Source: an optimization exercise on an open RTL-to-GDS flow (aim: small area, a short achievable clock period and few clock cycles per item). Production flows keep margins and buffers that such runs may drop. Only simulation tests tie the RTL to the original design; equivalence was not proved.

File: flow/config.mk
export PLATFORM = sky130hd
export DESIGN_NAME = qoi_decompressor
export DESIGN_NICKNAME = qoi_decompressor
export VERILOG_FILES = /design/flow/design.v
export SDC_FILE = /design/flow/constraint.sdc
export NUM_CORES = 4
export LEC_CHECK = 0
export CAP_MARGIN = 20
export CORE_MARGIN = 2
export CORE_UTILIZATION = 40
export SLEW_MARGIN = 20
File: flow/constraint.sdc
create_clock -name core_clock -period 10.0 [get_ports {clk}]
set_input_delay 2.0000 -clock core_clock [delete_from_list [all_inputs] [get_ports {clk}]]
set_output_delay 2.0000 -clock core_clock [all_outputs]
set_load 0.01 [all_outputs]
File: flow/design.v
module qoi_decompressor (
    input  wire        rstn,
    input  wire        clk,
    output wire        i_tready,
    input  wire        i_tvalid,
    input  wire        i_tlast,
    input  wire [31:0] i_tdata,      
    input  wire        o_tready,
    output reg         o_tvalid,
    output reg         o_tlast,
    output reg  [ 7:0] o_R, o_G, o_B,
    output wire [31:0] o_width, o_height
);
localparam [2:0] H_MAGIC = 3'd0,
                 H_WIDTH = 3'd1,
                 H_HEIGHT= 3'd2,
                 H_2BYTE = 3'd3,
                 S_DATA  = 3'd4,
                 S_FLUSH = 3'd5;
reg  [ 2:0] state;
reg         finished;       
reg  [15:0] width, height;
assign o_width  = {16'd0, width};
assign o_height = {16'd0, height};
reg  [23:0] prev;           
reg  [ 5:0] hp;             
reg  [15:0] xr, yr;         
reg         done;           
reg         skid_v, skid_last;
reg         c1v;
reg  [31:0] c1;             
reg         c2v;
reg         c2_add;         
reg         c2_idx;         
reg  [23:0] c2_opnd;
reg  [ 5:0] c2_hv;          
reg  [ 5:0] c2_run;         
wire fire    = c2v & ~skid_v & ~done;
wire run0    = (c2_run == 6'd0);
wire c2_take = fire & run0;
wire c2_free = ~c2v | c2_take;
wire s2_adv  = c1v & c2_free;
wire c1_free = ~c1v | s2_adv;
reg  [ 1:0] rem_cnt;
reg  [23:0] rem;
function [2:0] clen_of(input [7:0] b);
    clen_of = (b[7:6] == 2'b10) ? 3'd2 :
              (b[7:1] == 7'b1111111) ? 3'd4 : 3'd1;
endfunction
wire [2:0] clen_rem = clen_of(rem[7:0]);
wire       enough   = ({1'b0, rem_cnt} >= clen_rem);
wire [55:0] m = (rem_cnt == 2'd0) ? {24'h0, i_tdata                } :
                (rem_cnt == 2'd1) ? {16'h0, i_tdata, rem[ 7:0]} :
                (rem_cnt == 2'd2) ? { 8'h0, i_tdata, rem[15:0]} :
                                    {       i_tdata, rem      } ;
wire [2:0] clen = clen_of(m[7:0]);
wire data_rdy = ~finished & ~enough & c1_free & ~done;
assign i_tready = (state == H_WIDTH) ? ~o_tvalid :
                  (state == S_DATA ) ? data_rdy  : 1'b1;
wire in_take = i_tvalid & i_tready;
wire s1_fire = (state == S_DATA) & ~done & c1_free & (enough | (i_tvalid & data_rdy));
wire [15:0] in_be = {i_tdata[23:16], i_tdata[31:24]};    
always @(posedge clk or negedge rstn)
    if (~rstn) begin
        state    <= H_MAGIC;
        finished <= 1'b0;
        rem_cnt  <= 2'd0;
        c1v      <= 1'b0;
    end else begin
        if (s1_fire)     c1v <= 1'b1;
        else if (s2_adv) c1v <= 1'b0;
        case (state)
            H_MAGIC : if (in_take) state <= H_WIDTH;
            H_WIDTH : if (in_take) state <= H_HEIGHT;
            H_HEIGHT: if (in_take) state <= H_2BYTE;
            H_2BYTE : if (in_take) begin
                state    <= S_DATA;
                rem_cnt  <= 2'd2;
                finished <= 1'b0;
            end
            S_DATA  : if (done) begin
                state   <= finished ? H_MAGIC : S_FLUSH;
                rem_cnt <= 2'd0;
                c1v     <= 1'b0;
            end else if (s1_fire) begin
                rem_cnt <= rem_cnt - clen[1:0];    
                if (~enough) finished <= i_tlast;
            end
            default : if (in_take & i_tlast) state <= H_MAGIC;    
        endcase
    end
always @(posedge clk) begin
    if (state == H_WIDTH && in_take) width  <= in_be;
    if (state == H_HEIGHT && in_take) height <= in_be;
    if (state == H_2BYTE) rem <= {8'h0, i_tdata[31:16]};
    else if (s1_fire) begin
        c1  <= m[31:0];
        rem <= (clen == 3'd1) ? m[31: 8] :
               (clen == 3'd2) ? m[39:16] : m[55:32];
    end
end
reg  [17:0] tab [0:63];     
function [5:0] hash6(input [23:0] p);
    hash6 = p[21:16] * 6'd3 + p[13:8] * 6'd5 + p[5:0] * 6'd7 + 6'd53;
endfunction
wire [ 7:0] t0 = c1[7:0];
wire [ 5:0] ci = t0[5:0];
wire [17:0] te = tab[ci];
wire [ 5:0] tb6 = (ci - 6'd53 - te[17:10] * 6'd3 - te[9:2] * 6'd5) * 6'd55;
wire [23:0] tv  = (ci == hp) ? prev : {te[17:2], te[1:0], tb6};
wire [ 7:0] df_r = {6'd0, t0[5:4]} - 8'd2;
wire [ 7:0] df_g = {6'd0, t0[3:2]} - 8'd2;
wire [ 7:0] df_b = {6'd0, t0[1:0]} - 8'd2;
wire [ 7:0] lu_g = {2'd0, t0[5:0]} - 8'd32;
wire [ 7:0] lu_r = lu_g + {4'd0, c1[15:12]} - 8'd8;
wire [ 7:0] lu_b = lu_g + {4'd0, c1[11: 8]} - 8'd8;
wire [23:0] rgb_lit = {c1[15:8], c1[23:16], c1[31:24]};
always @(posedge clk or negedge rstn)
    if (~rstn) c2v <= 1'b0;
    else if (done) c2v <= 1'b0;
    else if (s2_adv) c2v <= 1'b1;
    else if (c2_take) c2v <= 1'b0;
always @(posedge clk)
    if (s2_adv) begin
        c2_run <= 6'd0;
        case (t0[7:6])
            2'b00: begin
                c2_add <= 1'b0; c2_idx <= 1'b1;
                c2_opnd <= tv;
                c2_hv <= ci;
            end
            2'b01: begin
                c2_add <= 1'b1; c2_idx <= 1'b0;
                c2_opnd <= {df_r, df_g, df_b};
                c2_hv <= df_r[5:0] * 6'd3 + df_g[5:0] * 6'd5 + df_b[5:0] * 6'd7;
            end
            2'b10: begin
                c2_add <= 1'b1; c2_idx <= 1'b0;
                c2_opnd <= {lu_r, lu_g, lu_b};
                c2_hv <= lu_r[5:0] * 6'd3 + lu_g[5:0] * 6'd5 + lu_b[5:0] * 6'd7;
            end
            default: if (t0[5:1] != 5'b11111) begin
                c2_add <= 1'b1; c2_idx <= 1'b0;
                c2_opnd <= 24'd0;
                c2_hv <= 6'd0;
                c2_run <= ci;
            end else begin
                c2_add <= 1'b0; c2_idx <= 1'b0;
                c2_opnd <= rgb_lit;
                c2_hv <= hash6(rgb_lit);
            end
        endcase
    end else if (fire & ~run0)
        c2_run <= c2_run - 6'd1;
wire [ 7:0] a_r = prev[23:16] + c2_opnd[23:16];
wire [ 7:0] a_g = prev[15: 8] + c2_opnd[15: 8];
wire [ 7:0] a_b = prev[ 7: 0] + c2_opnd[ 7: 0];
wire        fwd = c2_idx & (c2_hv == hp);
wire [23:0] p   = c2_add ? {a_r, a_g, a_b} : fwd ? prev : c2_opnd;
wire [ 5:0] hpn = c2_add ? hp + c2_hv : c2_hv;
wire        xz  = (xr == 16'd0);
wire        last = xz & (yr == 16'd0);
always @(posedge clk)
    if (state == H_HEIGHT && in_take) begin
        prev <= 24'd0;
        hp   <= 6'd53;
        xr   <= width - 16'd1;
        yr   <= in_be - 16'd1;
    end else if (fire) begin
        prev <= p;
        hp   <= hpn;
        if (xz) begin
            xr <= width - 16'd1;
            yr <= yr - 16'd1;
        end else
            xr <= xr - 16'd1;
    end
always @(posedge clk or negedge rstn)
    if (~rstn) done <= 1'b1;
    else if (state == H_HEIGHT && in_take) done <= 1'b0;
    else if (fire & last) done <= 1'b1;
always @(posedge clk)
    tab[hp] <= {prev[23:8], prev[7:6]};
wire o_free = ~o_tvalid | o_tready;
always @(posedge clk or negedge rstn)
    if (~rstn) begin
        o_tvalid <= 1'b0;
        skid_v   <= 1'b0;
    end else if (o_free) begin
        o_tvalid <= skid_v | fire;
        skid_v   <= 1'b0;
    end else if (fire)
        skid_v   <= 1'b1;
always @(posedge clk)
    if (o_free) begin
        {o_R, o_G, o_B} <= skid_v ? prev : p;
        o_tlast         <= skid_v ? skid_last : last;
    end else if (fire)
        skid_last <= last;
endmodule
File: flow/run.sh
#!/bin/bash
# synth_recipe.tcl (not shown) runs the flow's synth.tcl, then flattens the netlist and writes it again
# the make line also repeats each setting of config.mk as NAME=value (left out here)
make -C /OpenROAD-flow-scripts/flow DESIGN_CONFIG=/design/flow/config.mk WORK_HOME=/design/flow/orfs CLKGATE_MAP_FILE= SYNTH_SCRIPT=/design/flow/synth_recipe.tcl finish
==> metrics.md <==
| Metric | Value |
|---|---|
| CP Capture Type | `register` |
| GRT Residual Overflow | `0` |
| IO Pins | `128` |
| CTS root buffer | `clkbuf_16` |
| CP Max Fanout | `28` |
| Synth-to-layout area growth | `14.2%` |
| FF-to-FF End | `c2_opnd[5]$_DFFE_PP_` |
| Via density | `5.68` |
| WL final | `159000 µm` |
| Post-synth EDFFs | `between 1k and 1.5k` |
| Fill cells | `13.0k` |
| Worst hold stages | `2` |
| Initial antenna violation count | `9` |
| Antenna Nets Post-Route | `0` |
| Die height | `394 µm` |
| Hold wc startpoint | `rem[22]$_SDFFE_PP0P_` |
| Via count | `33.2k` |
| Critical-path top delay cell | `dfxtp_4` |
| Routability cong. | `about 0.87` |
| Vias in the first global route | `32.9k` |
| Syn avg cell area | `approximately 17 µm²` |
| CTS tree | `yes` |
| RSZ-0062 raised after global routing | `no` |
| Worst Hold Path EP | `rem[22]$_SDFFE_PP0P_` |
| Worst slew pin tran | `1070 ps` |
| Hold Crit Class | `register to register` |
| Metal3 WL | `12100 µm` |
| Sequential share of the synthesized area | `0.673` |
| Mapped cell area | `0.0610 mm²` |
| Min Tclk post-route | `8690 ps` |
| Die X-Extent | `just under 400 µm` |
| Fmax | `0.115 GHz` |
| Worst slew margin | `0.280` |
| Gr usage total | `0.205` |
| Final Setup Violations | `0` |
| Cells after Synth | `3521` |
| DR pass1 iterations | `8` |
| Crit path kind | `register to register` |
| # resized after CTS | `0` |
| CTS sink cnt | `1383` |
| CTS clk-pin slew, worst paths | `60 ps` |
| Initial core utilization | `0.402` |
| FF-to-FF setup slack | `roughly 1300 ps` |
| # Max-Cap Violations | `0` |
| H-tree levels | `4` |
| Port Buffers | `95` |
| Ys async rst share | `0.00795` |
| Status | `no timing/DRC/antenna violations` |
| DR DRC count | `0` |
| Final worst path period share | `0.869` |
| Max layer used | `met5` |
| Core area | `0.152 mm²` |
| TNS Setup | `0 ps` |
| Placed cell area | `0.0648 mm²` |
| Post-route cell area | `between 0.06 and 0.07 mm²` |
| Startpoint types | `register` |
| Hold Vio Cnt, Final | `0` |
| DR iter-0 viols | `3901` |
| Count of hold-fix buffers inserted at cts | `0` |
| Routed len/inst | `27.3 µm` |
| Ys flop type | `edfxtp_1` |
| #FFs+latches synth | `1383` |
| FP Rows | `143` |
| Reg2reg path depth | `28` |
| CP max stage delay | `760 ps` |
| Clk buf depth | `3` |
| Post-CTS setup buffer count | `0` |
| Worst EP required | `10520 ps` |
| First-pass GRT wire length | `232000 µm` |
| Clock Latency Late Sink | `just over 800 ps` |
| Layout cells sized above 1 | `0.214` |
| Top cells by area in the synthesized netlist | `edfxtp_1 (65%), mux4_2 (13%), ha_1 (2.5%)` |
| Top cell type by total area after synthesis | `edfxtp_1` |
| Critical Path AT | `9210 ps` |
| Fin nets | `3901` |
| Yosys top cell area share | `0.654` |
| Largest net degree at the start of global routing | `between 70 and 80` |
| Die ar. | `approximately 0.16 mm²` |
| CTS buffer count | `148` |
| Clock skew | `72.9 ps` |
| Post-Route M1 WL | `a little under 70000 µm` |
| Hpwl dp | `96200 µm` |
| Synth unique cells | `67` |
| Synth warn | `1` |
| Metal2 WL | `75600 µm` |
| Final Max Tran Viols | `0` |
==> cell usage after synthesis (4+ instances only) <==
cell         n
a221oi_1    18
a22oi_1     22
xor2_1      45
or2_2        8
a22o_1      13
nand4_1      4
clkbuf_1   114
mux2i_1     75
buf_1       22
nor3b_1      4
a21o_1      26
inv_1      137
o21ai_0    123
nand3b_1     9
buf_2       41
a31oi_1      4
a211oi_1    11
nor2b_1     20
dfrtp_1     10
ha_1       120
mux4_1       6
nor2_1     210
buf_6        4
or3_1        9
nor3_1      30
o211ai_1     8
mux2_2      40
buf_4       38
edfxtp_1  1328
nand3_1     30
nand2b_1    19
nand2_1    172
nor4_1      11
mux4_2     353
o22ai_1     18
a222oi_1     6
a21oi_1    149
fa_1        59
dfxtp_1     44
and3_1      16
xnor2_1     95
o21a_1       9
==> cell usage in the layout, fill, tap and decap left out, drive strengths merged, types with 96 or more instances in the layout <==
cell type / n
nor2: 210
xnor2: 96
clkbuf: 188
o21ai: 123
nand2: 172
a21oi: 150
ha: 120
edfxtp: 1328
buf: 109
mux4: 359
inv: 139
==> worst max-delay path, delay by kind of cell, from the launching register on <==
| kind | cells | cell delay [ps] |
|---|---|---|
| buffers and inverters | 4 | 890 |
| xor gates and xnor gates | 9 | 1740 |
| DFF | 1 | 760 |
| muxes | 1 | 550 |
| and+or+nand+nor | 2 | 280 |
| adders and majority gates | 8 | 3230 |
| AOI/OAI and AO/OA | 4 | 920 |
==> cell type report <==
cell class                 instances  area, µm²  area share
multi-input combinational       1811      18800       0.271
antenna                            4       10.0    0.000144
tap                             2030       2540      0.0365
clock inverter                    81        882      0.0127
clock buffer                     188       3910      0.0561
inverter                         137        514     0.00739
sequential                      1383      41100       0.590
timing repair buffer             204       1860      0.0267
==> layer usage <==
| layer | vias to the layer above | global-route usage |
|---|---|---|
| met3 | 226 | 0.0348 |
| met2 | 1441 | 0.324 |
| met1 | 17405 | 0.292 |
| li1 | 14111 | - |
| met4 | 2 | 0.0592 |
| met5 | - | 0 |
==> stage by stage <==
step | setup slack (ps) | hold slack, ps | utilization | instances
global placement | 1330 | 457 | 0.427 | 5565
floorplan | 1550 | 444 | - | 3552
finish | 1310 | 473 | 0.459 | 5838
detailed placement | 1220 | 464 | 0.427 | 5565
CTS | 1170 | 476 | 0.459 | 5834
global route | 853 | 500 | 0.459 | 5834
==> registers in the layout (all words and copies together) (netlist names), 2 cells and up, named ones only <==
register / count
c1: 32
c2_hv: 6
c2_opnd: 24
c2_run: 6
height: 16
hp: 6
o_B: 8
o_G: 8
o_R: 8
prev: 24
rem: 24
rem_cnt: 2
state: 3
tab: 1152
width: 16
xr: 16
yr: 16
==> worst max-delay path by stage <==
stage | end | slack (ps) | depth (start not counted)
2_1_floorplan | c2_opnd[5]$_DFFE_PP_ | 1550 | 35
3_3_place_gp | c2_opnd[5]$_DFFE_PP_ | 1330 | 28
3_5_place_dp | c2_opnd[5]$_DFFE_PP_ | 1220 | 28
4_1_cts | c2_opnd[5]$_DFFE_PP_ | 1170 | 28
5_1_grt | c2_opnd[5]$_DFFE_PP_ | 850 | 28
6_report | c2_opnd[5]$_DFFE_PP_ | 1310 | 28
==> logic make-up (layout without fill, tap and decap cells) <==
family | count (synthesis) | after routing | share of synthesized area
AND/OR/NAND/NOR | 557 | 557 | 0.0410
XOR/XNOR | 142 | 142 | 0.0207
adder cells (fa/ha/maj) | 179 | 179 | 0.0440
flip-flops | 1383 | 1383 | 0.673
AO/OA/AOI/OAI | 427 | 427 | 0.0423
multiplexers | 474 | 474 | 0.153
buffers and inverters | 358 | 610 | 0.0261
other | 1 | 36 | 0.0000615
Testbench counts, summed over its fixed seeds: cycles 49,317, pixels 48,510.

==> afterwards: timing with drivers on the ports <==
How much do the figures lean on ideal ports? The routed layout below was timed once more, with nothing changed but the port constraints.
Step 1, drivers: a clkbuf_16 drives clk and a buf_2 each remaining input, both assumed.
Step 2 times the ports against the registers' clock, not the clock port: input delays grow and output delays shrink by t, the midpoint of the rising clock arrivals with the driver on.
Three values: no drivers, after step 1, after step 2; two values: the first two.
t (ns): 0.844
setup slack, ns: 1.311 / 1.311 / 1.311
worst hold slack (ns): 0.473 / 0.473 / 0.473
latest minus earliest clock arrival (ns): 0.079 / 0.079
worst slew at a driven data input, ns: 0.07
After both steps setup and hold are still met in this run. The setup slack of this run moves by 0.000 ns with the drivers and by 0.000 ns with both steps.
